What follows belongs to an exercise in optimizing a design on an open flow for small area and a short achievable clock period; a production flow would make more cautious choices.
The RTL was checked by simulation tests, not by an equivalence proof against the original design.

==> flow/design.v <==
module fa (input a, input b, input c, output s, output co);
    assign s = a ^ b ^ c;
    assign co = (a & b) | (c & (a ^ b));
endmodule
module ha (input a, input b, output s, output co);
    assign s = a ^ b;
    assign co = a & b;
endmodule
module g_inv (input a, output y);
    assign y = ~a;
endmodule
module g_nand2 (input a, input b, output y);
    assign y = ~(a & b);
endmodule
module g_nor2 (input a, input b, output y);
    assign y = ~(a | b);
endmodule
module g_or2 (input a, input b, output y);
    assign y = a | b;
endmodule
module g_and2 (input a, input b, output y);
    assign y = a & b;
endmodule
module g_and2b (input an, input b, output y);
    assign y = ~an & b;
endmodule
module g_nand2b (input an, input b, output y);
    assign y = ~(~an & b);
endmodule
module g_nor2b (input a, input bn, output y);
    assign y = ~(a | ~bn);
endmodule
module g_xor2 (input a, input b, output y);
    assign y = a ^ b;
endmodule
module g_xnor2 (input a, input b, output y);
    assign y = ~(a ^ b);
endmodule
module g_a21oi (input a1, input a2, input b1, output y);
    assign y = ~((a1 & a2) | b1);
endmodule
module g_o21ai (input a1, input a2, input b1, output y);
    assign y = ~((a1 | a2) & b1);
endmodule
module early (input [13:0] s, input [11:0] c, output [13:0] pb);
    wire e1s, e1c, e2s, e2c, e3s, e3c, e4s, e4c, e5s, e5c, e6s, e6c;
    wire e7s, e7c, e8s, e8c, e9s, e9c, e10s, e10c, e11s, e11c, e12s, e12c;
    wire e13, e14, e15, e16, e17, e18, e19, e20, e21, e22, e23, e24;
    wire e25, e26, e27, e28, e29, e30, e31, e32, e33, e34, e35, e36;
    wire e37, e38, e39, e40, e41, e42, e43, e44, e45, e46, e47, e48;
    ha i1 (s[0], c[0], e1s, e1c);
    ha i2 (s[1], c[1], e2s, e2c);
    ha i3 (s[2], c[2], e3s, e3c);
    ha i4 (s[4], c[3], e4s, e4c);
    ha i5 (s[5], c[4], e5s, e5c);
    ha i6 (s[6], c[5], e6s, e6c);
    ha i7 (s[7], c[6], e7s, e7c);
    ha i8 (s[8], c[7], e8s, e8c);
    ha i9 (s[9], c[8], e9s, e9c);
    ha i10 (s[10], c[9], e10s, e10c);
    ha i11 (s[11], c[10], e11s, e11c);
    ha i12 (s[12], c[11], e12s, e12c);
    g_a21oi i13 (e2s, e1c, e2c, e13);
    g_nand2 i14 (s[3], e3c, e14);
    g_nand2 i15 (s[3], e3s, e15);
    g_a21oi i16 (e5s, e4c, e5c, e16);
    g_nand2 i17 (e5s, e4s, e17);
    g_a21oi i18 (e7s, e6c, e7c, e18);
    g_nand2 i19 (e7s, e6s, e19);
    g_a21oi i20 (e9s, e8c, e9c, e20);
    g_nand2 i21 (e9s, e8s, e21);
    g_a21oi i22 (e11s, e10c, e11c, e22);
    g_nand2 i23 (e11s, e10s, e23);
    g_o21ai i24 (e15, e13, e14, e24);
    g_o21ai i25 (e19, e16, e18, e25);
    g_nor2 i26 (e19, e17, e26);
    g_o21ai i27 (e23, e20, e22, e27);
    g_nor2 i28 (e23, e21, e28);
    g_a21oi i29 (e26, e24, e25, e29);
    g_inv i30 (e28, e30);
    g_inv i31 (e27, e31);
    g_o21ai i32 (e30, e29, e31, e32);
    g_inv i33 (e17, e33);
    g_inv i34 (e16, e34);
    g_a21oi i35 (e33, e24, e34, e35);
    g_o21ai i36 (e21, e29, e20, e36);
    g_inv i37 (e3s, e37);
    g_inv i38 (e3c, e38);
    g_o21ai i39 (e37, e13, e38, e39);
    g_a21oi i40 (e4s, e24, e4c, e40);
    g_inv i41 (e6s, e41);
    g_inv i42 (e6c, e42);
    g_o21ai i43 (e41, e35, e42, e43);
    g_inv i44 (e8s, e44);
    g_inv i45 (e8c, e45);
    g_o21ai i46 (e44, e29, e45, e46);
    g_a21oi i47 (e10s, e36, e10c, e47);
    g_a21oi i48 (e12s, e32, e12c, e48);
    g_xor2 i49 (e1s, 1'b0, pb[0]);
    g_xor2 i50 (e2s, e1c, pb[1]);
    g_xor2 i51 (e3s, e13, pb[2]);
    g_xnor2 i52 (s[3], e39, pb[3]);
    g_xnor2 i53 (e4s, e24, pb[4]);
    g_xor2 i54 (e5s, e40, pb[5]);
    g_xor2 i55 (e6s, e35, pb[6]);
    g_xor2 i56 (e7s, e43, pb[7]);
    g_xnor2 i57 (e8s, e29, pb[8]);
    g_xor2 i58 (e9s, e46, pb[9]);
    g_xnor2 i59 (e10s, e36, pb[10]);
    g_xor2 i60 (e11s, e47, pb[11]);
    g_xnor2 i61 (e12s, e32, pb[12]);
    g_xor2 i62 (s[13], e48, pb[13]);
endmodule
module late (input [13:0] pb, input [6:0] xr, output [13:0] y);
    wire w1, w2, w3, w4, w5, w6, w7, w8, w9, w10, w11, w12;
    wire w13, w14, w15, w16, w17, w18, w19, w20, w21, w22, w23, w24;
    wire w25, w26, w27, w28, w29, w30, w31, w32, w33, w34, w35, w36;
    wire w37, w38, w39, w40, w41, w42, w43, w44, w45, w46, w47, w48;
    wire w49, w50, w51, w52, w53, w54, w55, w56, w57, w58, w59, w60;
    wire w61, w62, w63, w64, w65, w66, w67, w68, w69, w70, w71, w72;
    wire w73, w74, w75, w76, w77, w78, w79, w80, w81, w82, w83, w84;
    wire w85, w86, w87, w88, w89, w90, w91, w92, w93, w94, w95, w96;
    wire w97, w98, w99, w100, w101, w102, w103, w104, w105, w106, w107, w108;
    wire w109, w110, w111, w112, w113, w114, w115, w116, w117, w118, w119, w120;
    wire w121;
    g_xnor2 i1 (xr[2], xr[0], w1);
    g_xnor2 i2 (pb[2], w1, w2);
    g_nand2 i3 (xr[2], xr[0], w3);
    g_o21ai i4 (pb[2], w1, w3, w4);
    g_xnor2 i5 (xr[3], xr[1], w5);
    g_xor2 i6 (pb[3], w5, w6);
    g_nand2 i7 (xr[3], xr[1], w7);
    g_o21ai i8 (pb[3], w5, w7, w8);
    g_xnor2 i9 (xr[4], xr[2], w9);
    g_xor2 i10 (pb[4], w9, w10);
    g_nand2 i11 (xr[4], xr[2], w11);
    g_o21ai i12 (pb[4], w9, w11, w12);
    g_xnor2 i13 (xr[5], xr[3], w13);
    g_xor2 i14 (pb[5], w13, w14);
    g_nand2 i15 (xr[5], xr[3], w15);
    g_o21ai i16 (pb[5], w13, w15, w16);
    g_xor2 i17 (xr[6], xr[4], w17);
    g_xor2 i18 (pb[6], w17, w18);
    g_nand2b i19 (xr[6], xr[4], w19);
    g_o21ai i20 (pb[6], w17, w19, w20);
    g_xor2 i21 (pb[7], xr[5], w21);
    g_xnor2 i22 (pb[8], xr[6], w22);
    g_and2 i23 (pb[7], xr[5], w23);
    g_and2b i24 (xr[6], pb[8], w24);
    g_nand2 i25 (pb[0], xr[0], w25);
    g_nor2 i26 (pb[0], xr[0], w26);
    g_xor2 i27 (pb[0], xr[0], w27);
    g_nand2 i28 (pb[1], xr[1], w28);
    g_nor2 i29 (pb[1], xr[1], w29);
    g_xor2 i30 (pb[1], xr[1], w30);
    g_nand2 i31 (w6, w4, w31);
    g_nor2 i32 (w6, w4, w32);
    g_xor2 i33 (w6, w4, w33);
    g_nand2 i34 (w10, w8, w34);
    g_nor2 i35 (w10, w8, w35);
    g_xor2 i36 (w10, w8, w36);
    g_nand2 i37 (w14, w12, w37);
    g_nor2 i38 (w14, w12, w38);
    g_xor2 i39 (w14, w12, w39);
    g_nand2 i40 (w18, w16, w40);
    g_nor2 i41 (w18, w16, w41);
    g_xor2 i42 (w18, w16, w42);
    g_nand2 i43 (w21, w20, w43);
    g_nor2 i44 (w21, w20, w44);
    g_xor2 i45 (w21, w20, w45);
    g_nand2 i46 (w22, w23, w46);
    g_nor2 i47 (w22, w23, w47);
    g_xor2 i48 (w22, w23, w48);
    g_nand2 i49 (pb[9], w24, w49);
    g_nor2 i50 (pb[9], w24, w50);
    g_xor2 i51 (pb[9], w24, w51);
    g_o21ai i52 (w29, w25, w28, w52);
    g_nor2 i53 (w2, w28, w53);
    g_nor2 i54 (w2, w29, w54);
    g_nor2 i55 (w32, w2, w55);
    g_o21ai i56 (w35, w31, w34, w56);
    g_nor2 i57 (w35, w32, w57);
    g_o21ai i58 (w38, w34, w37, w58);
    g_nor2 i59 (w38, w35, w59);
    g_o21ai i60 (w41, w37, w40, w60);
    g_nor2 i61 (w41, w38, w61);
    g_o21ai i62 (w44, w40, w43, w62);
    g_nor2 i63 (w44, w41, w63);
    g_o21ai i64 (w47, w43, w46, w64);
    g_nor2 i65 (w47, w44, w65);
    g_o21ai i66 (w50, w46, w49, w66);
    g_nor2 i67 (w50, w47, w67);
    g_nand2 i68 (pb[10], w49, w68);
    g_nand2 i69 (pb[11], pb[10], w69);
    g_nand2 i70 (pb[12], pb[11], w70);
    g_nor2 i71 (pb[13], pb[12], w71);
    g_inv i72 (w25, w72);
    g_a21oi i73 (w54, w72, w53, w73);
    g_inv i74 (w31, w74);
    g_a21oi i75 (w55, w52, w74, w75);
    g_a21oi i76 (w57, w53, w56, w76);
    g_nand2 i77 (w57, w54, w77);
    g_a21oi i78 (w59, w74, w58, w78);
    g_nand2 i79 (w59, w55, w79);
    g_a21oi i80 (w61, w56, w60, w80);
    g_nand2 i81 (w61, w57, w81);
    g_a21oi i82 (w63, w58, w62, w82);
    g_nand2 i83 (w63, w59, w83);
    g_a21oi i84 (w65, w60, w64, w84);
    g_nand2 i85 (w65, w61, w85);
    g_a21oi i86 (w67, w62, w66, w86);
    g_nand2 i87 (w67, w63, w87);
    g_inv i88 (w50, w88);
    g_a21oi i89 (w88, w64, w68, w89);
    g_nand2b i90 (w50, w65, w90);
    g_nor2 i91 (w69, w66, w91);
    g_nor2 i92 (w70, w68, w92);
    g_inv i93 (pb[13], w93);
    g_a21oi i94 (w93, w69, w71, w94);
    g_o21ai i95 (w77, w25, w76, w95);
    g_inv i96 (w52, w96);
    g_o21ai i97 (w79, w96, w78, w97);
    g_o21ai i98 (w81, w73, w80, w98);
    g_o21ai i99 (w83, w75, w82, w99);
    g_o21ai i100 (w85, w76, w84, w100);
    g_nor2 i101 (w85, w77, w101);
    g_o21ai i102 (w87, w78, w86, w102);
    g_nor2 i103 (w87, w79, w103);
    g_o21ai i104 (w90, w80, w89, w104);
    g_nor2 i105 (w90, w81, w105);
    g_inv i106 (w67, w106);
    g_o21ai i107 (w106, w82, w91, w107);
    g_nand2b i108 (w83, w67, w108);
    g_o21ai i109 (w50, w84, w92, w109);
    g_nor2 i110 (w50, w85, w110);
    g_o21ai i111 (pb[13], w86, w94, w111);
    g_nor2 i112 (pb[13], w87, w112);
    g_a21oi i113 (w101, w72, w100, w113);
    g_a21oi i114 (w103, w52, w102, w114);
    g_inv i115 (w73, w115);
    g_a21oi i116 (w105, w115, w104, w116);
    g_inv i117 (w108, w117);
    g_inv i118 (w75, w118);
    g_a21oi i119 (w117, w118, w107, w119);
    g_a21oi i120 (w110, w95, w109, w120);
    g_a21oi i121 (w112, w97, w111, w121);
    g_xor2 i122 (w27, 1'b0, y[0]);
    g_xnor2 i123 (w30, w25, y[1]);
    g_xnor2 i124 (w2, w52, y[2]);
    g_xnor2 i125 (w33, w73, y[3]);
    g_xnor2 i126 (w36, w75, y[4]);
    g_xor2 i127 (w39, w95, y[5]);
    g_xor2 i128 (w42, w97, y[6]);
    g_xor2 i129 (w45, w98, y[7]);
    g_xor2 i130 (w48, w99, y[8]);
    g_xnor2 i131 (w51, w113, y[9]);
    g_xnor2 i132 (pb[10], w114, y[10]);
    g_xnor2 i133 (pb[11], w116, y[11]);
    g_xnor2 i134 (pb[12], w119, y[12]);
    g_xor2 i135 (pb[13], w120, y[13]);
endmodule
module top #(parameter m = 7) (
    input clk,
    input signed [m-1:0] noise_in,
    output reg signed [2*m-1:0] filter_out
);
    reg [6:0] d0, d1, d2, d3, d4, d5, d6, d7;
    reg [21:0] r2;
    reg [13:0] s1;
    reg [11:0] c1;
    wire n1, n2, n3, n4, n5, n6, n7, n8, n9, n10, n11, n12;
    wire n13, n14, n15, n16, n17, n18, n19, n20, n21, n22, n23, n24;
    wire n25, n26, n27, n28, n29, n30, n31, n32, n33, n34, n35, n36;
    wire n37, n38, n39, n40, n41, n42, n43, n44, n45, n46, n47, n48;
    wire n49, n50, n51, n52, n53, n54, n55, n56, n57, n58, n59, n60;
    wire n61, n62, n63, n64, n65, n66, n67, n68, n69, n70, n71, n72;
    wire n73, n74, n75, n76, n77, n78, n79, n80, n81, n82, n83, n84;
    wire n85, n86, n87, n88, n89, n90, n91, n92, n93, n94, n95, n96;
    wire n97, n98, n99, n100, n101, n102, n103, n104, n105, n106, n107, n108;
    wire n109, n110, n111, n112, n113, n114, n115, n116, n117, n118, n119, n120;
    wire n121, n122, n123, n124, n125, n126, n127, n128, n129, n130, n131, n132;
    wire n133, n134, n135, n136, n137, n138, n139, n140, n141, n142, n143, n144;
    wire n145, n146, n147, n148, n149, n150, n151, n152, n153, n154, n155, n156;
    wire n157, n158, n159, n160, n161, n162, n163, n164, n165, n166, n167, n168;
    wire n169, n170, n171, n172, n173, n174, n175, n176, n177, n178, n179, n180;
    wire n181, n182, n183, n184, n185, n186, n187, n188, n189, n190, n191, n192;
    wire n193, n194, n195, n196, n197, n198, n199, n200, n201, n202, n203, n204;
    wire n205, n206, n207, n208, n209, n210, n211, n212, n213, n214, n215, n216;
    wire n217, n218, n219, n220, n221, n222, n223, n224, n225, n226, n227, n228;
    wire n229, n230, n231, n232, n233, n234, n235, n236, n237, n238, n239, n240;
    wire n241, n242, n243, n244, n245, n246, n247, n248, n249, n250, n251, n252;
    wire n253, n254, n255, n256;
    fa u1 (d3[0], ~d4[0], d5[0], n1, n2);
    fa u2 (d2[0], d3[1], ~d4[1], n3, n4);
    fa u3 (d5[0], d5[1], d7[1], n5, n6);
    fa u4 (d2[1], d3[2], ~d4[2], n7, n8);
    fa u5 (d5[1], d5[2], d7[0], n9, n10);
    fa u6 (d2[2], d3[3], ~d4[3], n11, n12);
    fa u7 (d5[0], d5[2], d5[3], n13, n14);
    fa u8 (d6[0], d7[1], d7[3], n15, n16);
    fa u9 (d2[0], d2[3], d3[0], n17, n18);
    fa u10 (d3[4], d4[0], ~d4[4], n19, n20);
    fa u11 (d5[1], d5[3], d5[4], n21, n22);
    fa u12 (d6[1], d7[2], d7[4], n23, n24);
    fa u13 (d2[1], d2[4], d3[1], n25, n26);
    fa u14 (d3[5], d4[1], ~d4[5], n27, n28);
    fa u15 (d5[2], d5[4], d5[5], n29, n30);
    fa u16 (d6[2], d7[3], d7[5], n31, n32);
    fa u17 (d2[2], d2[5], d3[2], n33, n34);
    fa u18 (d3[6], d4[2], ~d4[6], n35, n36);
    fa u19 (d5[3], d5[5], d5[6], n37, n38);
    fa u20 (d6[3], d7[4], d7[6], n39, n40);
    fa u21 (d2[3], d2[6], d3[3], n41, n42);
    fa u22 (d4[3], d5[4], d5[6], n43, n44);
    fa u23 (d2[4], d3[4], d4[4], n45, n46);
    fa u24 (d5[5], d6[5], d7[6], n47, n48);
    fa u25 (d2[5], d3[5], d4[5], n49, n50);
    fa u26 (d2[6], d3[6], d4[6], n51, n52);
    fa u27 (d7[2], n4, n6, n53, n54);
    fa u28 (n12, n14, n16, n55, n56);
    fa u29 (n18, n20, n22, n57, n58);
    fa u30 (n26, n28, n30, n59, n60);
    fa u31 (d6[4], d7[5], n34, n61, n62);
    fa u32 (n36, n38, n40, n63, n64);
    fa u33 (d5[6], d6[6], n46, n65, n66);
    fa u34 (n2, n3, n5, n67, n68);
    fa u35 (n8, n10, n11, n69, n70);
    fa u36 (n17, n19, n21, n71, n72);
    fa u37 (n24, n25, n27, n73, n74);
    fa u38 (n32, n33, n35, n75, n76);
    fa u39 (n42, n44, n45, n77, n78);
    fa u40 (n13, n15, n54, n79, n80);
    fa u41 (n29, n31, n56, n81, n82);
    fa u42 (n37, n39, n58, n83, n84);
    fa u43 (n41, n43, n60, n85, n86);
    fa u44 (n47, n62, n64, n87, n88);
    fa u45 (n50, n51, n66, n89, n90);
    fa u46 (n7, n9, n53, n91, n92);
    fa u47 (n23, n55, n70, n93, n94);
    fa u48 (n61, n63, n76, n95, n96);
    fa u49 (n48, n49, n65, n97, n98);
    fa u50 (n57, n72, n73, n99, n100);
    fa u51 (n59, n74, n75, n101, n102);
    fa u52 (n69, n79, n92, n103, n104);
    fa u53 (n77, n86, n87, n105, n106);
    fa u54 (n82, n83, n100, n107, n108);
    fa u55 (n84, n85, n102, n109, n110);
    fa u56 (n71, n80, n93, n111, n112);
    fa u57 (n78, n88, n97, n113, n114);
    fa u58 (n81, n94, n99, n115, n116);
    fa u59 (n96, n105, n110, n117, n118);
    fa u60 (n89, n98, n114, n119, n120);
    fa u61 (n101, n107, n116, n121, n122);
    fa u62 (n95, n108, n109, n123, n124);
    fa u63 (r2[6], r2[7], d0[1], n125, n126);
    ha u64 (d0[3], d0[4], n127, n128);
    fa u65 (r2[8], r2[9], d0[2], n129, n130);
    fa u66 (d0[4], d0[5], d1[1], n131, n132);
    ha u67 (~d1[5], d2[1], n133, n134);
    fa u68 (r2[10], d0[3], d0[5], n135, n136);
    fa u69 (d0[6], d1[2], ~d1[6], n137, n138);
    ha u70 (d2[2], d2[6], n139, n140);
    fa u71 (r2[11], r2[12], d0[4], n141, n142);
    fa u72 (d0[6], d1[3], d2[3], n143, n144);
    ha u73 (r2[13], r2[14], n145, n146);
    fa u74 (r2[15], r2[16], r2[17], n147, n148);
    ha u75 (r2[0], r2[1], n149, n150);
    fa u76 (r2[2], d0[0], d0[1], n151, n152);
    ha u77 (~d1[1], d2[1], n153, n154);
    fa u78 (r2[3], r2[4], d0[1], n155, n156);
    fa u79 (d0[2], ~d1[2], d2[2], n157, n158);
    fa u80 (r2[5], d0[0], d0[2], n159, n160);
    fa u81 (d0[3], ~d1[3], d2[3], n161, n162);
    fa u82 (d1[0], ~d1[4], d2[0], n163, n164);
    fa u83 (d2[4], n127, n125, n165, n166);
    fa u84 (d2[5], n128, n133, n167, n168);
    fa u85 (n126, n129, n131, n169, n170);
    fa u86 (n134, n139, n130, n171, n172);
    fa u87 (n132, n135, n137, n173, n174);
    fa u88 (n140, n136, n138, n175, n176);
    g_xnor2 u89s (n141, n143, n177);
    g_or2 u89c (n141, n143, n178);
    fa u90 (d0[5], d1[4], d2[4], n179, n180);
    fa u91 (n145, n142, n144, n181, n182);
    fa u92 (d0[6], d1[5], d2[5], n183, n184);
    g_xnor2 u93s (n146, n147, n185);
    g_or2 u93c (n146, n147, n186);
    fa u94 (r2[18], d1[6], d2[6], n187, n188);
    ha u95 (d0[0], ~d1[0], n189, n190);
    fa u96 (n150, n153, n151, n191, n192);
    fa u97 (n154, n152, n155, n193, n194);
    fa u98 (n156, n158, n159, n195, n196);
    fa u99 (n160, n162, n163, n197, n198);
    fa u100 (n164, n167, n166, n199, n200);
    fa u101 (n168, n170, n171, n201, n202);
    fa u102 (n172, n174, n175, n203, n204);
    fa u103 (n179, n176, n178, n205, n206);
    fa u104 (n180, n183, n182, n207, n208);
    fa u105 (n184, n148, n187, n209, n210);
    fa u106 (r2[19], r2[20], r2[21], n211, n212);
    ha u107 (d2[0], n149, n213, n214);
    g_xnor2 u108s (n190, n191, n215);
    g_or2 u108c (n190, n191, n216);
    fa u109 (n157, n192, n193, n217, n218);
    fa u110 (n161, n194, n195, n219, n220);
    fa u111 (n196, n165, n197, n221, n222);
    fa u112 (n198, n169, n199, n223, n224);
    fa u113 (n173, n200, n201, n225, n226);
    fa u114 (n177, n202, n203, n227, n228);
    fa u115 (n181, n204, n205, n229, n230);
    fa u116 (n185, n206, n207, n231, n232);
    fa u117 (n186, n209, n208, n233, n234);
    fa u118 (n188, n211, n210, n235, n236);
    fa u119 (n218, n219, noise_in[0], n237, n238);
    fa u120 (n220, n221, noise_in[1], n239, n240);
    fa u121 (n222, noise_in[2], n223, n241, n242);
    fa u122 (n224, noise_in[3], n225, n243, n244);
    fa u123 (n226, noise_in[4], n227, n245, n246);
    fa u124 (n228, noise_in[5], n229, n247, n248);
    fa u125 (n231, n230, ~noise_in[6], n249, n250);
    ha u126 (n232, n233, n251, n252);
    ha u127 (n235, n234, n253, n254);
    ha u128 (n212, n236, n255, n256);
    wire [13:0] pb, y;
    early u_early (s1, c1, pb);
    late u_late (pb, noise_in, y);
    always @(posedge clk) begin
        d0 <= {~noise_in[6], noise_in[5:0]};
        d1 <= d0;
        d2 <= d1;
        d3 <= d2;
        d4 <= d3;
        d5 <= d4;
        d6 <= d5;
        d7 <= d6;
        r2 <= {n120, n90, n52, n119, n118, n113, n106, n124, n117, n123, n122, n121, n115, n112, n111, n104, n103, n91, n68, n67, n1, d7[0]};
        s1 <= {n256, n254, n252, n250, n248, n246, n244, n242, n240, n238, n237, n216, n214, n189};
        c1 <= {n255, n253, n251, n249, n247, n245, n243, n241, n239, n217, n215, n213};
        filter_out <= y;
    end
endmodule
==> flow/flow/run.sh <==
#!/bin/bash
# The standard ORFS layout with these changes:
# * the port buffers are buf_4 cells instead of the delay buffer that
#   buffer_ports picks by default (about half a nanosecond on every input);
# * from clock-tree synthesis on, the standard repair_timing steps aim for
#   6.95 ns of setup slack, resizing and swapping pins only, so that the few
#   paths from the input port get larger gates; the constraints (10 ns clock,
#   2 ns input and output delays) are unchanged;
# * clock-tree synthesis inserts no dummy loads (cells that only add load to
#   balance the tree: about 200 um2 of this small design's area);
# * after floorplanning, logic cells that synthesis gave a drive strength
#   above 1 are set back to drive 1 (flow/downsize.tcl); repair upsizes them
#   again where needed.
set -euo pipefail
export BUFFER_PORTS_ARGS="-buffer_cell sky130_fd_sc_hd__buf_4"
export CTS_ARGS="-sink_clustering_enable -repair_clock_nets -buf_list sky130_fd_sc_hd__clkbuf_4 -dont_use_dummy_load"
bash standard.sh floorplan > standard_floorplan.log 2>&1
ODB=orfs/results/sky130hd/top/base/2_floorplan.odb openroad -no_init -exit flow/downsize.tcl > downsize.log 2>&1
bash standard.sh place > standard_place.log 2>&1
export SETUP_SLACK_MARGIN=6.95
export SETUP_MOVE_SEQUENCE=sizeup,swap
bash standard.sh finish > standard_finish.log 2>&1
==> flow/flow/downsize.tcl <==
# After floorplanning: every logic cell that synthesis mapped to a drive
# strength above 1 becomes the drive-1 cell of the same function; the later
# repair steps upsize again wherever slew, load or timing call for it.
set odb $::env(ODB)
read_db $odb
set db [ord::get_db]
set n 0
foreach inst [[ord::get_db_block] getInsts] {
  set m [[$inst getMaster] getName]
  if {[regexp {^(sky130_fd_sc_hd__(a21oi|o21ai|nor2b|nand2b|nor2|nand2|xor2|xnor2|inv|a21o|o21a|and2|or2|and2b))_([2-9]|1[0-9])$} $m -> base]} {
    set small [$db findMaster ${base}_1]
    if {$small ne "NULL" && $small ne ""} {
      if {[$inst swapMaster $small]} { incr n }
    }
  }
}
puts "downsized $n cells"
write_db $odb
==> flow/standard.sh <==
#!/bin/bash
# synth_recipe.tcl (not shown) runs the flow's synth.tcl, then flattens the netlist and writes it again
# the make line also repeats each setting of config.mk as NAME=value (left out here)
make -C /OpenROAD-flow-scripts/flow DESIGN_CONFIG=/design/flow/config.mk WORK_HOME=/design/flow/orfs CLKGATE_MAP_FILE= SYNTH_SCRIPT=/design/flow/synth_recipe.tcl "${@:-finish}"
==> flow/config.mk <==
export PLATFORM = sky130hd
export DESIGN_NAME = top
export DESIGN_NICKNAME = top
export VERILOG_FILES = /design/flow/design.v
export SDC_FILE = /design/flow/constraint.sdc
export NUM_CORES = 4
export LEC_CHECK = 0
export CAP_MARGIN = 20
export CORE_MARGIN = 2
export CORE_UTILIZATION = 65
export CTS_BUF_LIST = sky130_fd_sc_hd__clkbuf_4
export SLEW_MARGIN = 20
export SYNTH_HIERARCHICAL = 1
==> flow/constraint.sdc <==
create_clock -name core_clock -period 10.0 [get_ports {clk}]
set_input_delay 2.0000 -clock core_clock [delete_from_list [all_inputs] [get_ports {clk}]]
set_output_delay 2.0000 -clock core_clock [all_outputs]
set_load 0.01 [all_outputs]
==> results of run 1 <==
-- final cells by class --
type / instances / area, um2
multi-input combinational: 305 / 3800
inverter: 33 / 124
tap: 111 / 139
timing repair buffer: 21 / 161
fill: 634 / 2470
clock buffer: 17 / 128
sequential: 118 / 2370
-- worst max-delay path by stage --
| stage | startpoint | end | slack (ns) |
|---|---|---|---|
| 5_1_grt | noise_in[2] | filter_out[10] | 6.87 |
| 6_report | noise_in[6] | filter_out[11] | 6.90 |
| 3_5_place_dp | noise_in[2] | filter_out[13] | 6.34 |
| 4_1_cts | noise_in[2] | filter_out[11] | 6.92 |
| 2_1_floorplan | noise_in[2] | filter_out[13] | 6.63 |
| 3_3_place_gp | noise_in[1] | filter_out[13] | 6.44 |
-- per-layer routing --
metal	vias up	GRT usage
met5	-	0
met4	0	0.0613
met3	17	0.0527
met2	61	0.441
met1	1647	0.277
li1	1499	-
-- Yosys stat by module, one instance, submodules excluded, excerpt --
| module | flops+latches | copies in the design | cell area (um2) | cells |
|---|---|---|---|---|
| g_xnor2 | 0 | 22 | 8.76 | 1 |
| early | 0 | 1 | 3.75 | 1 |
| g_nand2b | 0 | 3 | 6.26 | 1 |
| g_xor2 | 0 | 30 | 8.76 | 1 |
| g_and2 | 0 | 1 | 6.26 | 1 |
| g_or2 | 0 | 3 | 6.26 | 1 |
| late | 0 | 1 | 3.75 | 1 |
| g_nand2 | 0 | 28 | 3.75 | 1 |
| g_a21oi | 0 | 24 | 8.76 | 1 |
| ha | 0 | 23 | 12.5 | 1 |
| g_nor2 | 0 | 25 | 3.75 | 1 |
-- Yosys cell counts --
master,number
sky130_fd_sc_hd__o21ai_1,29
sky130_fd_sc_hd__or2_1,3
sky130_fd_sc_hd__nor2b_4,1
sky130_fd_sc_hd__and2_1,1
sky130_fd_sc_hd__xor2_1,30
sky130_fd_sc_hd__ha_1,23
sky130_fd_sc_hd__nor2_1,25
sky130_fd_sc_hd__a21oi_2,24
sky130_fd_sc_hd__nand2b_1,3
sky130_fd_sc_hd__xnor2_1,22
sky130_fd_sc_hd__nand2_1,28
sky130_fd_sc_hd__dfxtp_1,118
sky130_fd_sc_hd__conb_1,2
sky130_fd_sc_hd__fa_1,114
sky130_fd_sc_hd__inv_1,33
-- cells in the final DEF (no fill, tap or decap), types with 17 or more instances in the layout --
cell type and n:
sky130_fd_sc_hd__clkbuf_4 17, sky130_fd_sc_hd__nor2_1 17, sky130_fd_sc_hd__dfxtp_1 112, sky130_fd_sc_hd__a21oi_1 18
sky130_fd_sc_hd__o21ai_1 18, sky130_fd_sc_hd__nand2_1 26, sky130_fd_sc_hd__fa_1 114, sky130_fd_sc_hd__inv_1 33
sky130_fd_sc_hd__buf_4 20, sky130_fd_sc_hd__xor2_1 23, sky130_fd_sc_hd__ha_1 23, sky130_fd_sc_hd__xnor2_1 17
-- registers in the layout, summed over array words and instances, names as in the netlist --
register    cells
c1             12
d4              7
d0              7
r2             22
filter_out     14
s1             14
d6              7
d1              7
d5              7
d7              7
d3              7
d2              7
-- what timing repair did --
item                                    in CTS  in global routing
endpoints found under the setup margin       5                 12
pin swaps                                    1                 11
hold endpoints to repair                     0                  0
gates resized for setup                      5                 50
hold buffers                                 0                  0
setup buffers                                0                  0
-- kinds of logic (layout without fill, tap and decap cells) --
family | count (synthesis) | after routing
DFF | 118 | 118
buffers and inverters | 33 | 71
other | 2 | 2
AOI/OAI and AO/OA | 53 | 53
xor gates and xnor gates | 52 | 52
adders and majority gates | 137 | 137
and+or+nand+nor | 61 | 61
-- worst register-to-register path, cell delays in order, from the launching register on --
cell and delay, ns:
sky130_fd_sc_hd__dfxtp_1 0.48, sky130_fd_sc_hd__fa_1 0.49, sky130_fd_sc_hd__fa_1 0.44, sky130_fd_sc_hd__fa_1 0.49, sky130_fd_sc_hd__fa_1 0.42, sky130_fd_sc_hd__fa_1 0.48
==> reports/results.txt, run 1 <==
Element type at the critical path end: a flop. After detailed routing, the average wire length per cell comes to 17.8 um. The run gives 10.39 ns as the critical path data required time. The signed area change from the synthesized netlist to the final layout came out at 9.65%.

Along the worst path, the maximum fanout reaches 5. The clock reaches the later pin of the worst-skew pair after 0.49 ns. For flop-to-flop paths, the worst setup slack is 7.05 ns.

The longest individual stage delay on the worst path was 0.22 ns; the DRC marker count from the first detailed-route iteration was 105. After clock tree synthesis, the clock-pin slew on the worst setup and hold paths is 0.12 ns. Setup repair after global routing could not meet its margin everywhere. The first global-routing pass estimated 17.3 mm of wire. For this block, wires on met1 add up to 4.30 mm. The tools report the critical register-to-register path endpoint as c1[6]. The die width was 101 um; the number of global-route vias before repair was 3,550.

The tools report the count of mapped cells out of synthesis as 456. The number of H-tree levels was 4; the non-filler instance count after layout was 605. The top-level port count came out at 22.

The first detailed-routing pass ran for 4 iterations. The starting utilization of the core area was 0.667. For this run, the number of Yosys warnings is 7. Category of the critical setup timing path: primary input to flop.

For the summed area of non-filler cells in the final layout, the log shows 6720 um2. Walking the worst path, the cells encountered are buf_4, xor2_4, xor2_2, nor2_4, nor2_2, a21oi_1, o21ai_1, a21oi_2, xnor2_1. Minimum clock period: 3.10 ns. The routed design uses 256 um of met3 wire. Based on the critical path, the design can be clocked at up to 0.323 GHz. The synthesized-area fraction occupied by adder cells is 0.419.

Startpoint of the tightest hold check path: d6[5]. The tools report the TritonCTS buffer count as 17. The run gives 0 as the reported max-cap violation count. The critical path crosses 9 cells after its start point.

The count of buffering cells on the critical path with inverters included is 1. By area, the combinational part of the netlist is dominated by adder cells. Broken down by cell family, the worst path's largest delay share belongs to XOR/XNOR gates. After routing, the total negative slack on setup checks comes to 0 ns. Summing every instance area after synthesis gives 6130 um2. TritonCTS built the clock tree.

Max-slew violation total from the final report: 0. Depth of the most critical reg-to-reg path: 5. The run gives 2 as the maximum number of buffers from clock root to sink. For the number of antenna violations at the first check in global routing, the log shows 0. Biggest area consumer among synthesized cells: sky130_fd_sc_hd__dfxtp_1.

Once placement finished, the instance area stood at 6330 um2. The core occupancy in the finished layout is 0.731. For the worst setup path, the data arrival time is 3.49 ns.

The top cell type's share of synthesized area came out at 0.385. Routability-driven placement finished with a final weighted congestion of 0.902. The run gives 601 as the synthesized net count.

The number of diodes added for antenna fixing is 0. Once routing completed, OpenROAD measured the worst setup slack at 6.90 ns. Number of library cell types mapped by synthesis: 15.

The floorplan has 35 rows. The fraction of layout instances using a drive strength above 1 was 0.168; the cell count after placement was 588. The final routed DRC violation total came out at 0.

The run gives 6.34 ns as the worst slack at placement. The worst hold path passes through 0 cells. Entering global routing, the biggest net connects 17 pins. The run gives 0 as the count of final hold-check violations. The area enclosed by the die boundary came out at 10,200 um2. The post-synthesis share of cell area spent on and, or, nand and nor gates was 0.0418. The run gives 0.0469 ns as the worst setup skew after layout. The run finished with no timing, DRC or antenna violations. In the detailed route, the total length drawn on met2 is 6.03 mm. The average instance in the mapped netlist occupies 13.4 um2. Global routing usage summed across all routing layers: 0.237. The min-delay analysis places its worst path in the category flop to flop. The final layout contains 641 nets. After synthesis, the cell types taking the most area are sky130_fd_sc_hd__dfxtp_1, sky130_fd_sc_hd__fa_1, sky130_fd_sc_hd__ha_1, sky130_fd_sc_hd__xor2_1, sky130_fd_sc_hd__a21oi_2. In this run the clock root is driven by a sky130_fd_sc_hd__clkbuf_4. The tools report the hold path endpoint as d7[5]. The overall overflow remaining after global route is 0, and the die span in y is 101 um. Number of failing setup endpoints in the final timing report: 0. Wires add up to 10.8 mm. The via count normalized by instance count was 5.33.

The complex-gate fraction of the synthesized area works out to 0.0580. The clock drives 118 sinks. The tools report the sort of element at the start of the critical path as a primary input. The slowest cell on the critical path was sky130_fd_sc_hd__xor2_2.

The count of port buffers added during placement is 21. The worst hold slack after final layout is 0.357 ns. Across all layers, the routed design uses 3,224 vias.

The core region is 9200 um2. The register bit count reported by yosys came out at 118.

The worst flop-to-flop path startpoint is d0[2]. The detailed-placement wirelength estimate was 8.52 mm; the multiplexer share of the synthesized area was 0. Top metal layer carrying routed signals: met4. Once detail routing completed, the nets flagged for antenna violations numbered 0. The share of the yosys chip area belonging to registers came out at 0.385.

The share of the clock period used by the worst path was 0.310. The xor-xnor portion of the synthesized cell area came out at 0.0743.
==> inputs of run 2 (changes only) <==
--- a/flow/design.v
+++ b/flow/design.v
@@ -47,7 +47,7 @@
     wire e7s, e7c, e8s, e8c, e9s, e9c, e10s, e10c, e11s, e11c, e12s, e12c;
     wire e13, e14, e15, e16, e17, e18, e19, e20, e21, e22, e23, e24;
     wire e25, e26, e27, e28, e29, e30, e31, e32, e33, e34, e35, e36;
-    wire e37, e38, e39, e40, e41, e42, e43, e44, e45, e46, e47, e48;
+    wire e37, e38, e39, e40, e41, e42;
     ha i1 (s[0], c[0], e1s, e1c);
     ha i2 (s[1], c[1], e2s, e2c);
     ha i3 (s[2], c[2], e3s, e3c);
@@ -77,39 +77,33 @@
     g_o21ai i27 (e23, e20, e22, e27);
     g_nor2 i28 (e23, e21, e28);
     g_a21oi i29 (e26, e24, e25, e29);
-    g_inv i30 (e28, e30);
-    g_inv i31 (e27, e31);
-    g_o21ai i32 (e30, e29, e31, e32);
-    g_inv i33 (e17, e33);
-    g_inv i34 (e16, e34);
-    g_a21oi i35 (e33, e24, e34, e35);
-    g_o21ai i36 (e21, e29, e20, e36);
-    g_inv i37 (e3s, e37);
-    g_inv i38 (e3c, e38);
-    g_o21ai i39 (e37, e13, e38, e39);
-    g_a21oi i40 (e4s, e24, e4c, e40);
-    g_inv i41 (e6s, e41);
-    g_inv i42 (e6c, e42);
-    g_o21ai i43 (e41, e35, e42, e43);
-    g_inv i44 (e8s, e44);
-    g_inv i45 (e8c, e45);
-    g_o21ai i46 (e44, e29, e45, e46);
-    g_a21oi i47 (e10s, e36, e10c, e47);
-    g_a21oi i48 (e12s, e32, e12c, e48);
-    g_xor2 i49 (e1s, 1'b0, pb[0]);
-    g_xor2 i50 (e2s, e1c, pb[1]);
-    g_xor2 i51 (e3s, e13, pb[2]);
-    g_xnor2 i52 (s[3], e39, pb[3]);
-    g_xnor2 i53 (e4s, e24, pb[4]);
-    g_xor2 i54 (e5s, e40, pb[5]);
-    g_xor2 i55 (e6s, e35, pb[6]);
-    g_xor2 i56 (e7s, e43, pb[7]);
-    g_xnor2 i57 (e8s, e29, pb[8]);
-    g_xor2 i58 (e9s, e46, pb[9]);
-    g_xnor2 i59 (e10s, e36, pb[10]);
-    g_xor2 i60 (e11s, e47, pb[11]);
-    g_xnor2 i61 (e12s, e32, pb[12]);
-    g_xor2 i62 (s[13], e48, pb[13]);
+    g_inv i30 (e29, e30);
+    g_a21oi i31 (e28, e30, e27, e31);
+    g_inv i32 (e24, e32);
+    g_o21ai i33 (e17, e32, e16, e33);
+    g_o21ai i34 (e21, e29, e20, e34);
+    g_inv i35 (e13, e35);
+    g_a21oi i36 (e3s, e35, e3c, e36);
+    g_a21oi i37 (e4s, e24, e4c, e37);
+    g_a21oi i38 (e6s, e33, e6c, e38);
+    g_a21oi i39 (e8s, e30, e8c, e39);
+    g_a21oi i40 (e10s, e34, e10c, e40);
+    g_inv i41 (e31, e41);
+    g_a21oi i42 (e12s, e41, e12c, e42);
+    g_xor2 i43 (e1s, 1'b0, pb[0]);
+    g_xor2 i44 (e2s, e1c, pb[1]);
+    g_xor2 i45 (e3s, e13, pb[2]);
+    g_xor2 i46 (s[3], e36, pb[3]);
+    g_xnor2 i47 (e4s, e24, pb[4]);
+    g_xor2 i48 (e5s, e37, pb[5]);
+    g_xnor2 i49 (e6s, e33, pb[6]);
+    g_xnor2 i50 (e7s, e38, pb[7]);
+    g_xnor2 i51 (e8s, e29, pb[8]);
+    g_xnor2 i52 (e9s, e39, pb[9]);
+    g_xnor2 i53 (e10s, e34, pb[10]);
+    g_xor2 i54 (e11s, e40, pb[11]);
+    g_xor2 i55 (e12s, e31, pb[12]);
+    g_xor2 i56 (s[13], e42, pb[13]);
 endmodule
 module late (input [13:0] pb, input [6:0] xr, output [13:0] y);
     wire w1, w2, w3, w4, w5, w6, w7, w8, w9, w10, w11, w12;
--- a/flow/flow/run.sh
+++ b/flow/flow/run.sh
@@ -3,7 +3,7 @@
 # * the port buffers are buf_4 cells instead of the delay buffer that
 #   buffer_ports picks by default (about half a nanosecond on every input);
 # * from clock-tree synthesis on, the standard repair_timing steps aim for
-#   6.95 ns of setup slack, resizing and swapping pins only, so that the few
+#   7.0 ns of setup slack, resizing and swapping pins only, so that the few
 #   paths from the input port get larger gates; the constraints (10 ns clock,
 #   2 ns input and output delays) are unchanged;
 # * clock-tree synthesis inserts no dummy loads (cells that only add load to
@@ -17,6 +17,6 @@
 bash standard.sh floorplan > standard_floorplan.log 2>&1
 ODB=orfs/results/sky130hd/top/base/2_floorplan.odb openroad -no_init -exit flow/downsize.tcl > downsize.log 2>&1
 bash standard.sh place > standard_place.log 2>&1
-export SETUP_SLACK_MARGIN=6.95
+export SETUP_SLACK_MARGIN=7.0
 export SETUP_MOVE_SEQUENCE=sizeup,swap
 bash standard.sh finish > standard_finish.log 2>&1
--- a/flow/config.mk
+++ b/flow/config.mk
@@ -7,7 +7,7 @@
 export LEC_CHECK = 0
 export CAP_MARGIN = 20
 export CORE_MARGIN = 2
-export CORE_UTILIZATION = 65
+export CORE_UTILIZATION = 60
 export CTS_BUF_LIST = sky130_fd_sc_hd__clkbuf_4
 export SLEW_MARGIN = 20
 export SYNTH_HIERARCHICAL = 1
==> run 2 against run 1 <==
  * Still clean
  * First-iteration DRC count down 46%
  * Final cell count up 2.6%
  * Non-clock buffer count unchanged
  * Critical endpoint unchanged
  * Highest routed layer unchanged
==> reports/results.txt, run 2 <==
The flow ran to the end and the layout has no timing, DRC or antenna violations. The register bit count reported by yosys is 118 (unchanged).

The longest individual stage delay on the worst path was 0.22 ns (about the same); the detailed-placement wirelength estimate was 8.34 mm (was 8.52 mm). The top cell type's share of synthesized area is 0.386 (was 0.385). The tools report the maximum number of buffers from clock root to sink as 2 (unchanged). Commonest cells after routing, fill and taps aside: sky130_fd_sc_hd__fa_1, sky130_fd_sc_hd__dfxtp_1, sky130_fd_sc_hd__inv_1, sky130_fd_sc_hd__nand2_1, sky130_fd_sc_hd__xor2_1 (was sky130_fd_sc_hd__fa_1, sky130_fd_sc_hd__dfxtp_1, sky130_fd_sc_hd__inv_1, sky130_fd_sc_hd__nand2_1). Sort of element at the start of the critical path: a primary input (unchanged).

The global routing usage summed across all routing layers is 0.214 (was 0.237), and the final routed DRC violation total is 0 (unchanged). The reported max-cap violation count was 0 (unchanged). The category of the critical setup timing path is primary input to flop (unchanged). Cell count after placement: 604 (was 588). For the number of library cell types mapped by synthesis, the log shows 15 (unchanged). The count of mapped cells out of synthesis is 450 (was 456), and the non-filler instance count after layout is 621 (was 605).

The flip-flop count of the largest register, all copies and words added came out at 22 (unchanged). Starting utilization of the core area: 0.623 (was 0.667). Top metal layer carrying routed signals: met4 (unchanged).

The clock-pin slew on the worst setup and hold paths came out at 0.09 ns (was 0.12 ns). The worst min-delay path class is flop to flop (unchanged). Cell types with the largest area share after synthesis: sky130_fd_sc_hd__dfxtp_1, sky130_fd_sc_hd__fa_1, sky130_fd_sc_hd__ha_1, sky130_fd_sc_hd__xor2_1, sky130_fd_sc_hd__a21oi_2 (unchanged). Critical path arrival: 3.39 ns (was 3.49 ns). First-pass iteration count of the detailed router: 4 (unchanged). The signed area change from the synthesized netlist to the final layout is 11.0% (was 9.65%). The element type at the critical path end is a flop (unchanged). The TritonCTS buffer count is 17 (unchanged). Setup repair after global routing could not meet its margin everywhere. The total number of vias came out at 3,151 (was 3,224).

Slowest cell on the critical path: sky130_fd_sc_hd__nor2_2 (was sky130_fd_sc_hd__xor2_2). The tools report the critical register-to-register path endpoint as r2[10] (was c1[6]). For the share of the yosys chip area belonging to registers, the log shows 0.386 (was 0.385). Average size of a mapped cell: 13.6 um2 (was 13.4 um2). Critical path launch point: noise_in[4] (was noise_in[6]). The logs give 0.375 ns (was 0.357 ns) for the worst hold slack after final layout and 0 (unchanged) for the number of failing setup endpoints in the final timing report. The wire length of the first global-routing pass was 17.2 mm (was 17.3 mm); the via count normalized by instance count was 5.07 (was 5.33). The most frequent cell after synthesis is sky130_fd_sc_hd__dfxtp_1 (unchanged). Root buffer selected by CTS: sky130_fd_sc_hd__clkbuf_4 (unchanged).

The number of fill cells was 735 (was 634); the count of nets after finishing was 635 (was 641). The total length of routed wires was 10.3 mm (was 10.8 mm); the area inside the core boundary was 9820 um2 (was 9200 um2). The fraction of layout instances using a drive strength above 1 came out at 0.209 (was 0.168).

The share of the clock period used by the worst path was 0.302 (was 0.310). The slack of the worst reg-to-reg path is 7.09 ns (was 7.05 ns). The worst setup skew after layout is 0.0336 ns (was 0.0469 ns). Average detailed-routed wire length per instance: 16.6 um (was 17.8 um). The count of final hold-check violations was 0 (unchanged); the total routed wire length on the met1 layer was 4.31 mm (was 4.30 mm). The maximum number of pins on one net before global-route repair is 17 (unchanged), and the post-CTS setup buffer count is 0 (unchanged). Cell family contributing the most delay on the critical path: compound AO/OA/AOI/OAI gates (was XOR/XNOR gates).

The core occupancy in the finished layout is 0.692 (was 0.731). The number of H-tree levels was 4 (unchanged); the number of global-route vias before repair was 3,505 (was 3,550). The die span in y came out at 105 um (was 101 um).

Top fanout value on the critical path: 6 (was 5). Routability-driven placement congestion ratio: 0.909 (was 0.902). For the overall overflow remaining after global route, the log shows 0 (unchanged).

The leading register cell type out of synthesis is sky130_fd_sc_hd__dfxtp_1 (unchanged). The die width came out at 105 um (was 101 um). The worst-skew pair later-pin latency is 0.50 ns (was 0.49 ns), and the minimum clock period is 3.02 ns (was 3.10 ns).

The tools report the final total negative setup slack as 0 ns (unchanged). The hold buffer count at CTS is 0 (unchanged). The logs give 304 um (was 256 um) for the met3 wire length and 2380 um2 (was 2370 um2) for the sequential standard cell area. The total area of multi-input combinational cells came out at 3820 um2 (was 3800 um2). Total number of clock tree sinks: 118 (unchanged). The tools report the critical path data required time as 10.37 ns (was 10.39 ns). The run gives 57 (was 105) as the DRC marker count from the first detailed-route iteration. The biggest area consumer among synthesized cells is sky130_fd_sc_hd__dfxtp_1 (unchanged). The area enclosed by the die boundary was 11,000 um2 (was 10,200 um2); the max-slew violation total from the final report was 0 (unchanged). The endpoint of the worst setup timing path is filter_out[11] (unchanged). The number of rows created at floorplan was 36 (was 35). Fraction of synthesis flops using an asynchronous set or reset pin: 0 (unchanged).

Registers with the most flip-flops: r2 x22, filter_out x14, s1 x14 (unchanged). The tools report the top-level port count as 22 (unchanged). Crit-path cells: buf_12, xor2_4, xor2_2, nor2_2, o21ai_2, a21oi_1, o21ai_1, a21oi_2, xnor2_1 (was buf_4, xor2_4, xor2_2, nor2_4, nor2_2, a21oi_1, o21ai_1, a21oi_2, xnor2_1).

Number of antenna violations at the first check in global routing: 0 (unchanged). The run gives 0 (unchanged) as the post-route antenna net violation count. TritonCTS built the clock tree. The most flop-heavy register was r2 (unchanged).

The maximum frequency from static timing analysis is 0.331 GHz (was 0.323 GHz). The tools report the number of diodes added for antenna fixing as 0 (unchanged). The commonest non-fill, non-tap cell in the layout was sky130_fd_sc_hd__fa_1 (unchanged). The depth of the critical timing path with buffers and inverters included works out to 9 (unchanged). The total of warnings raised by yosys is 7 (unchanged), and the total length of routed met2 wires is 5.45 mm (was 6.03 mm). The count of port buffers added during placement was 21 (unchanged). The count of buffering cells on the critical path with inverters included works out to 1 (unchanged). For the netlist area before placement, the log shows 6120 um2 (was 6130 um2).

Worst flop-to-flop path startpoint: d2[0] (was d0[2]). The synthesized net count came out at 595 (was 601). The depth of the most critical reg-to-reg path was 5 (unchanged). Most frequent cells after synthesis: sky130_fd_sc_hd__dfxtp_1, sky130_fd_sc_hd__fa_1, sky130_fd_sc_hd__xor2_1 (was sky130_fd_sc_hd__dfxtp_1, sky130_fd_sc_hd__fa_1, sky130_fd_sc_hd__inv_1). The number of enable flip-flop cells after synthesis was 0 (unchanged).
==> run 2: cell count changes in the layout (fill, tap and decap cells not counted), sizes merged <==
cell,previous run,this run
inv,33,27
o21ai,29,26
a21oi,24,27
xnor2,22,23
xor2,30,29
==> run 2: worst register-to-register path: cells and delay by family (launching register included) <==
family	cells	cell delay, ns
fa+ha+maj	5	2.42
flops	1	0.39
==> run 2: worst min path at each step <==
stage | start | to | cells after the start
after floorplan | d7[0] | r2[0] | 0
after global placement | d6[5] | d7[5] | 0
after detailed placement | d6[6] | d7[6] | 0
after CTS | d7[0] | r2[0] | 0
after global routing | d1[6] | d2[6] | 0
final | d1[6] | d2[6] | 0
==> run 2: final cells by class <==
cell class | instances | area share
well taps | 133 | 0.0245
clock buffers | 17 | 0.0188
flip-flops and latches | 118 | 0.351
repair buffers | 21 | 0.0289
multi-input cells | 305 | 0.562
inverters | 27 | 0.0149
==> run 2: layer usage <==
metal,up-vias,track usage
li1,1487,-
met1,1591,0.257
met2,53,0.367
met3,20,0.0655
met4,0,0.0705
met5,-,0
==> run 2: repair_timing <==
| item | CTS | global route |
|---|---|---|
| gates resized for setup | 11 | 72 |
| endpoints found under the setup margin | 7 | 20 |
| pin swaps | 0 | 16 |
==> run 2: metrics by stage <==
step	cell area, um2	worst slack [ns]
floorplan	6120	6.63
global placement	6330	6.42
detailed placement	6330	6.36
CTS	6500	6.99
global route	6790	6.92
finish	6790	6.98
==> run 2: kinds of logic after synthesis <==
| logic type | synth area share |
|---|---|
| other cells | 0.00123 |
| compound gates | 0.0599 |
| fa+ha+maj | 0.420 |
| simple gates | 0.0419 |
| buf+inv | 0.0166 |
| flops | 0.386 |
| xor+xnor | 0.0744 |
==> run 2: modules after synthesis (local to each module, per instance), a selection <==
module    times used  flip-flops and latches  cells
g_a21oi           27                       0      1
g_inv             12                       0      1
g_nand2b           3                       0      1
g_o21ai           26                       0      1
g_or2              3                       0      1
g_xnor2           23                       0      1
g_xor2            29                       0      1
==> inputs of run 3 (changes only) <==
--- a/flow/flow/run.sh
+++ b/flow/flow/run.sh
@@ -3,7 +3,7 @@
 # * the port buffers are buf_4 cells instead of the delay buffer that
 #   buffer_ports picks by default (about half a nanosecond on every input);
 # * from clock-tree synthesis on, the standard repair_timing steps aim for
-#   7.0 ns of setup slack, resizing and swapping pins only, so that the few
+#   6.95 ns of setup slack, resizing and swapping pins only, so that the few
 #   paths from the input port get larger gates; the constraints (10 ns clock,
 #   2 ns input and output delays) are unchanged;
 # * clock-tree synthesis inserts no dummy loads (cells that only add load to
@@ -17,6 +17,6 @@
 bash standard.sh floorplan > standard_floorplan.log 2>&1
 ODB=orfs/results/sky130hd/top/base/2_floorplan.odb openroad -no_init -exit flow/downsize.tcl > downsize.log 2>&1
 bash standard.sh place > standard_place.log 2>&1
-export SETUP_SLACK_MARGIN=7.0
+export SETUP_SLACK_MARGIN=6.95
 export SETUP_MOVE_SEQUENCE=sizeup,swap
 bash standard.sh finish > standard_finish.log 2>&1
--- a/flow/config.mk
+++ b/flow/config.mk
@@ -9,5 +9,6 @@
 export CORE_MARGIN = 2
 export CORE_UTILIZATION = 60
 export CTS_BUF_LIST = sky130_fd_sc_hd__clkbuf_4
+export PLACE_DENSITY = 0.8
 export SLEW_MARGIN = 20
 export SYNTH_HIERARCHICAL = 1
==> run 3 against run 2 <==
  * Register-to-register slack lost 0.07 ns
  * Final area shrank 1.5%
  * Final cell count is the same
  * First-iteration DRC count grew to 2.6 times the previous value
==> reports/results.txt, run 3 <==
The flow ran to the end and the layout has no timing, DRC or antenna violations. For the overall overflow remaining after global route, the log shows 0 (unchanged). The count of port buffers added during placement came out at 21 (unchanged). The summed area of non-filler cells in the final layout came out at 6690 um2 (was 6790 um2). The most frequent cell after synthesis was sky130_fd_sc_hd__dfxtp_1 (unchanged). The flip-flop count of the largest register, all copies and words added was 22 (unchanged).

The number of diodes added for antenna fixing was 0 (unchanged); the starting utilization of the core area was 0.623 (unchanged). The count of final hold-check violations is 0 (unchanged), and the share of the yosys chip area belonging to registers is 0.386 (unchanged). The register bit count reported by yosys is 118 (unchanged). The count of nets after finishing is 635 (unchanged). The netlist area before placement came out at 6120 um2 (unchanged).

Slowest cell on the critical path: sky130_fd_sc_hd__xnor2_2 (was sky130_fd_sc_hd__nor2_2). The area inside the core boundary was 9820 um2 (unchanged); the number of global-route vias before repair was 3,654 (was 3,505). TritonCTS built the clock tree. Maximum number of pins on one net before global-route repair: 17 (unchanged). The wire length of the first global-routing pass is 17.5 mm (was 17.2 mm). Share of the clock period used by the worst path: 0.314 (was 0.302). Commonest cells after routing, fill and taps aside: sky130_fd_sc_hd__fa_1, sky130_fd_sc_hd__dfxtp_1, sky130_fd_sc_hd__nand2_1, sky130_fd_sc_hd__inv_1 (was sky130_fd_sc_hd__fa_1, sky130_fd_sc_hd__dfxtp_1, sky130_fd_sc_hd__inv_1, sky130_fd_sc_hd__nand2_1, sky130_fd_sc_hd__xor2_1). The total cell area at the placement stage is 6330 um2 (unchanged), and the core occupancy in the finished layout is 0.681 (was 0.692).

The longest individual stage delay on the worst path is 0.26 ns (was 0.22 ns), and the die span in y is 105 um (unchanged). The logs give 3.50 ns (was 3.39 ns) for the critical path arrival and 4 (unchanged) for the number of H-tree levels. The top-level port count is 22 (unchanged), and the global-route met1 utilization is 0.258 (was 0.257). The worst min-delay path class was flop to flop (unchanged). The logs give 2 (unchanged) for the maximum number of buffers from clock root to sink and 621 (unchanged) for the non-filler instance count after layout. Registers with the most flip-flops: r2 x22, filter_out x14, s1 x14 (unchanged).

Final total negative setup slack: 0 ns (unchanged). The area enclosed by the die boundary was 11,000 um2 (unchanged). The top cell type's share of synthesized area is 0.386 (unchanged), and the number of antenna violations at the first check in global routing is 0 (unchanged).

Total length of routed wires: 10.7 mm (was 10.3 mm). Most frequent cells after synthesis: sky130_fd_sc_hd__dfxtp_1, sky130_fd_sc_hd__fa_1, sky130_fd_sc_hd__xor2_1 (unchanged). The top fanout value on the critical path was 6 (unchanged); the number of library cell types mapped by synthesis was 15 (unchanged).

Cell types with the largest area share after synthesis: sky130_fd_sc_hd__dfxtp_1, sky130_fd_sc_hd__fa_1, sky130_fd_sc_hd__ha_1, sky130_fd_sc_hd__xor2_1, sky130_fd_sc_hd__a21oi_2 (unchanged). Via count normalized by instance count: 5.21 (was 5.07). The run gives 8.72 mm (was 8.34 mm) as the detailed-placement wirelength estimate. The logs give 0 (unchanged) for the number of failing setup endpoints in the final timing report and 36 (unchanged) for the number of rows created at floorplan.

The total of warnings raised by yosys was 7 (unchanged); the die width was 105 um (unchanged). The run gives 0.214 (about the same) as the global routing usage summed across all routing layers. The category of the critical setup timing path is primary input to flop (unchanged). Crit-path cells: buf_4, xnor2_2, xor2_2, nand2_1, o21ai_1, a21oi_2, o21ai_1, a21oi_1, xor2_1 (was buf_12, xor2_4, xor2_2, nor2_2, o21ai_2, a21oi_1, o21ai_1, a21oi_2, xnor2_1).

Leading register cell type out of synthesis: sky130_fd_sc_hd__dfxtp_1 (unchanged). The run gives 4 (unchanged) as the first-pass iteration count of the detailed router. The root buffer selected by CTS is sky130_fd_sc_hd__clkbuf_4 (unchanged). The fraction of layout instances using a drive strength above 1 came out at 0.160 (was 0.209). The number of fill cells is 716 (was 735). The critical path's most frequent cell was sky130_fd_sc_hd__o21ai_1.

For the final routed DRC violation total, the log shows 0 (unchanged). The sort of element at the start of the critical path is a primary input (unchanged). The fraction of synthesis flops using an asynchronous set or reset pin was 0 (unchanged); the maximum frequency from static timing analysis was 0.319 GHz (was 0.331 GHz). The signed area change from the synthesized netlist to the final layout was 9.30% (was 11.0%).

The tools report the synthesized net count as 595 (unchanged). The TritonCTS buffer count was 17 (unchanged). The count of mapped cells out of synthesis is 450 (unchanged), and the fraction of met3 tracks used by global routing is 0.0618 (was 0.0655).

Max-slew violation total from the final report: 0 (unchanged). Setup repair after global routing could not meet its margin everywhere. The routability-driven placement congestion ratio was 0.863 (was 0.909); the worst-skew pair later-pin latency was 0.51 ns (was 0.50 ns). The total number of vias was 3,238 (was 3,151). The average detailed-routed wire length per instance came out at 17.3 um (was 16.6 um).

The worst setup skew after layout is 0.0558 ns (was 0.0336 ns), and the critical path data required time is 10.37 ns (about the same). For the total number of clock tree sinks, the log shows 118 (unchanged).

The most used routing layer is met2 (unchanged). The tools report the reported max-cap violation count as 0 (unchanged). The average size of a mapped cell came out at 13.6 um2 (unchanged).

The met2 capacity usage during global routing is 0.378 (was 0.367). The run gives 0 (unchanged) as the post-route antenna net violation count. The number of enable flip-flop cells after synthesis came out at 0 (unchanged).

Biggest area consumer among synthesized cells: sky130_fd_sc_hd__dfxtp_1 (unchanged). The tools report the cell count after placement as 604 (unchanged). The DRC marker count from the first detailed-route iteration was 149 (was 57); the minimum clock period was 3.14 ns (was 3.02 ns). The most flop-heavy register is r2 (unchanged). Clock-pin slew on the worst setup and hold paths: 0.12 ns (was 0.09 ns). The element type at the critical path end is a flop (unchanged).
## run 3: cell counts after synthesis
No cell type changed its count.
## run 3: kinds of logic after synthesis
family,synth area share
adders and majority gates,0.420
DFF,0.386
and+or+nand+nor,0.0419
AOI/OAI and AO/OA,0.0599
xor gates and xnor gates,0.0744
buffers and inverters,0.0166
other,0.00123
## run 3: cell type report
type	count	area (um2)	share of cell area
Clock buffer	17	128	0.0191
Timing Repair Buffer	21	161	0.0241
Inverter	27	101	0.0152
Multi-Input combinational cell	305	3760	0.563
Sequential cell	118	2370	0.354
Tap cell	133	166	0.0249
## run 3: routing by layer
| metal | vias to the layer above | routed length (um) |
|---|---|---|
| met3 | 19 | 382 |
| li1 | 1489 | - |
| met5 | - | 0 |
| met1 | 1658 | 4380 |
| met4 | 0 | 178 |
| met2 | 72 | 5810 |
## run 3: worst paths after layout
kind	startpoint	depth (start not counted)	slack (ns)	end
max reg2reg	d4[6]	6	7.02	r2[13]
min	d6[5]	0	0.35	d7[5]
max	noise_in[3]	9	6.86	filter_out[13]
min reg2reg	d6[5]	0	0.35	d7[5]
## run 3: metrics by stage
| stage | hold slack, ns | worst slack, ns |
|---|---|---|
| floorplan | 0.349 | 6.63 |
| global placement | 0.366 | 6.40 |
| detailed placement | 0.366 | 6.34 |
| CTS | 0.351 | 6.94 |
| global route | 0.368 | 6.87 |
| finish | 0.354 | 6.86 |
## run 3: critical path, delay by kind of cell
kind	cells	cell delay (ns)
compound gates	4	0.53
xor+xnor	3	0.67
simple gates	1	0.13
buf+inv	1	0.16
## run 3: modules after synthesis, one instance, submodules excluded, a selection
module,cell area [um2],cells inside,times used,flip-flops and latches
g_and2b,13.8,1,1,0
g_xor2,8.76,1,29,0
g_or2,6.26,1,3,0
g_nand2,3.75,1,28,0
early,3.75,1,1,0
g_inv,3.75,1,12,0
late,3.75,1,1,0
## run 3: what timing repair did
| action | CTS | global route |
|---|---|---|
| buffers inserted | 0 | 0 |
| resized for setup | 7 | 40 |
| setup endpoints to repair | 3 | 12 |
| hold buffers | 0 | 0 |
| pin swaps | 0 | 9 |
==> inputs of run 4 (changes only) <==
--- a/flow/config.mk
+++ b/flow/config.mk
@@ -9,6 +9,5 @@
 export CORE_MARGIN = 2
 export CORE_UTILIZATION = 60
 export CTS_BUF_LIST = sky130_fd_sc_hd__clkbuf_4
-export PLACE_DENSITY = 0.8
 export SLEW_MARGIN = 20
 export SYNTH_HIERARCHICAL = 1
==> run 4 against run 3 <==
  * Worst hold slack better by 0.022 ns
  * Clock skew down 0.022 ns
  * Area after synthesis unchanged
  * First-iteration DRC count down 58%
  * Still clean on timing, DRC and antenna
  * Final cell count unchanged
  * Critical endpoint is now filter_out[12]
  * Highest routed layer unchanged
  * Register-to-register slack better by 0.06 ns
  * Fmax up 3.0%
  * Final area up 0.52%
==> reports/results.txt, run 4 <==
The startpoint of the tightest hold check path is d7[0] (was d6[5]). The tools report the maximum frequency from static timing analysis as 0.328 GHz (was 0.319 GHz). The post-route antenna net violation count came out at 0 (unchanged). The top fanout value on the critical path came out at 6 (unchanged).

The reported max-cap violation count is 0 (unchanged). The xor-xnor portion of the synthesized cell area is 0.0744 (unchanged), and the total number of vias is 3,152 (was 3,238). The worst flop-to-flop path startpoint is d2[6] (was d4[6]). Area enclosed by the die boundary: 11,000 um2 (unchanged).

The number of H-tree levels is 4 (unchanged), and the overall overflow remaining after global route is 0 (unchanged). The main combinational cell family by area after synthesis was adder cells (unchanged). The maximum number of buffers from clock root to sink is 2 (unchanged), and the TritonCTS buffer count is 17 (unchanged). The total of warnings raised by yosys is 7 (unchanged), and the top-level port count is 22 (unchanged). The max-slew violation total from the final report was 0 (unchanged).

The final routed DRC violation total was 0 (unchanged). Post-synthesis share of cell area spent on and, or, nand and nor gates: 0.0419 (unchanged). The complex-gate fraction of the synthesized area was 0.0599 (unchanged); the netlist area before placement was 6120 um2 (unchanged).

The via count normalized by instance count is 5.08 (was 5.21), and the average detailed-routed wire length per instance is 16.6 um (was 17.3 um). Average size of a mapped cell: 13.6 um2 (unchanged). Registers with the most flip-flops: r2 x22, filter_out x14, s1 x14 (unchanged). Worst min-delay path class: flop to flop (unchanged). The number of failing setup endpoints in the final timing report came out at 0 (unchanged). The number of global-route vias before repair was 3,505 (was 3,654). The tools report the critical path data required time as 10.38 ns (was 10.37 ns). The root buffer selected by CTS is sky130_fd_sc_hd__clkbuf_4 (unchanged). The fraction of synthesis flops using an asynchronous set or reset pin came out at 0 (unchanged).

TritonCTS built the clock tree. The worst-skew pair later-pin latency was 0.50 ns (was 0.51 ns). The final total negative setup slack is 0 ns (unchanged), and the signed area change from the synthesized netlist to the final layout is 9.88% (was 9.30%). The commonest non-fill, non-tap cell in the layout was sky130_fd_sc_hd__fa_1.

Setup repair after global routing could not meet its margin everywhere. The run gives 635 (unchanged) as the count of nets after finishing. The category of the critical setup timing path is primary input to flop (unchanged). The run finished with no timing, DRC or antenna violations. The number of enable flip-flop cells after synthesis was 0 (unchanged); the count of port buffers added during placement was 21 (unchanged). The die width is 105 um (unchanged). Sort of element at the start of the critical path: a primary input (unchanged). The top cell type's share of synthesized area is 0.386 (unchanged).
[run 4: cell types whose count changed in the layout (fill, tap and decap cells not counted), moves of 2 or more]
| cell | delta |
|---|---|
| sky130_fd_sc_hd__o21ai_2 | +5 |
| sky130_fd_sc_hd__o21ai_1 | -5 |
| sky130_fd_sc_hd__dfxtp_1 | -3 |
| sky130_fd_sc_hd__dfxtp_2 | +3 |
| sky130_fd_sc_hd__nand2_2 | +2 |
| sky130_fd_sc_hd__nand2_1 | -2 |
[run 4: repair_timing]
action,4_1_cts,5_1_grt
pin swaps,0,12
hold buffers,0,0
buffers inserted,0,0
endpoints found under the setup margin,3,15
resized for setup,5,53
[run 4: modules after synthesis (local to each module, per instance), a selection]
module,cell area [um2],cells,times used,flops+latches
g_nand2b,6.26,1,3,0
g_o21ai,5.00,1,26,0
g_and2,6.26,1,1,0
top,2420,133,1,118
g_nand2,3.75,1,28,0
g_xor2,8.76,1,29,0
g_nor2,3.75,1,25,0
g_inv,3.75,1,12,0
g_and2b,13.8,1,1,0
fa,20.0,1,114,0
early,3.75,1,1,0
late,3.75,1,1,0
g_xnor2,8.76,1,23,0
g_or2,6.26,1,3,0
[run 4: per-layer routing]
metal / wire length [um] / global-route usage
met4: 220 / 0.0705
met3: 294 / 0.0655
met5: 0 / 0
met2: 5430 / 0.367
met1: 4360 / 0.256
[run 4: worst max-delay path: stages]
cell,delay (ns)
sky130_fd_sc_hd__buf_4,0.16
sky130_fd_sc_hd__xnor2_4,0.19
sky130_fd_sc_hd__xor2_2,0.27
sky130_fd_sc_hd__nand2_1,0.15
sky130_fd_sc_hd__o21ai_2,0.19
sky130_fd_sc_hd__a21oi_1,0.10
sky130_fd_sc_hd__o21ai_1,0.16
sky130_fd_sc_hd__a21oi_1,0.07
sky130_fd_sc_hd__xnor2_1,0.12
[run 4: cell families after synthesis]
kind of cell,count (synthesis)
fa+ha+maj,137
flops,118
simple gates,61
compound gates,53
xor+xnor,52
buf+inv,27
other cells,2
[run 4: final timing paths]
check	end	slack, ns	cells past startpoint
max	filter_out[12]	6.96	9
min	r2[0]	0.38	0
max reg2reg	c1[5]	7.08	5
min reg2reg	r2[0]	0.38	0
[run 4: stage by stage]
stage | hold slack, ns | std cells | instance area (um2) | utilization | worst slack [ns]
3_3_place_gp | 0.363 | 604 | 6330 | 0.645 | 6.42
3_5_place_dp | 0.368 | 604 | 6330 | 0.645 | 6.36
5_1_grt | 0.390 | 621 | 6720 | 0.685 | 6.90
2_1_floorplan | 0.349 | 450 | 6120 | - | 6.63
4_1_cts | 0.382 | 621 | 6480 | 0.660 | 6.95
6_report | 0.376 | 621 | 6720 | 0.685 | 6.96
[run 4: layout make-up]
class,instances,area [um2]
Multi-Input combinational cell,305,3800
Tap cell,133,166
Clock buffer,17,128
Fill cell,748,3100
Inverter,27,101
Timing Repair Buffer,21,161
Sequential cell,118,2370

-- re-timing with driven ports --
In the flow no input, the clock included, has a driving cell. The finished layouts below were timed again as built, in two steps.
Step 1 sets driving cells, clkbuf_16 on the clock port and buf_2 on the other inputs (assumed; they add their load-dependent delay and slew).
Step 2, shift: input delay + t, output delay - t, t = (earliest + latest rising clock arrival at the registers) / 2. This alone moves slack from input paths to output paths.
a / b / c = ideal / step 1 / step 2; a / b = the first two.
run	shift t [ns]	setup WS [ns]	hold slack, ns	latest minus earliest clock arrival (ns)	cell pins on the clock port's net
run 1	0.495	6.905 / 6.913 / 6.418	0.357 / 0.357 / 0.357	0.059 / 0.058	1
run 2	0.513	6.980 / 6.960 / 6.447	0.375 / 0.375 / 0.375	0.033 / 0.034	1
run 3	0.511	6.863 / 6.870 / 6.359	0.354 / 0.354 / 0.354	0.056 / 0.056	1
run 4	0.514	6.955 / 6.952 / 6.438	0.376 / 0.376 / 0.376	0.034 / 0.033	1
After both steps every run listed still meets setup and hold. The setup slack of run 2, which loses most, moves by -0.020 ns with the drivers and by -0.533 ns with both steps.
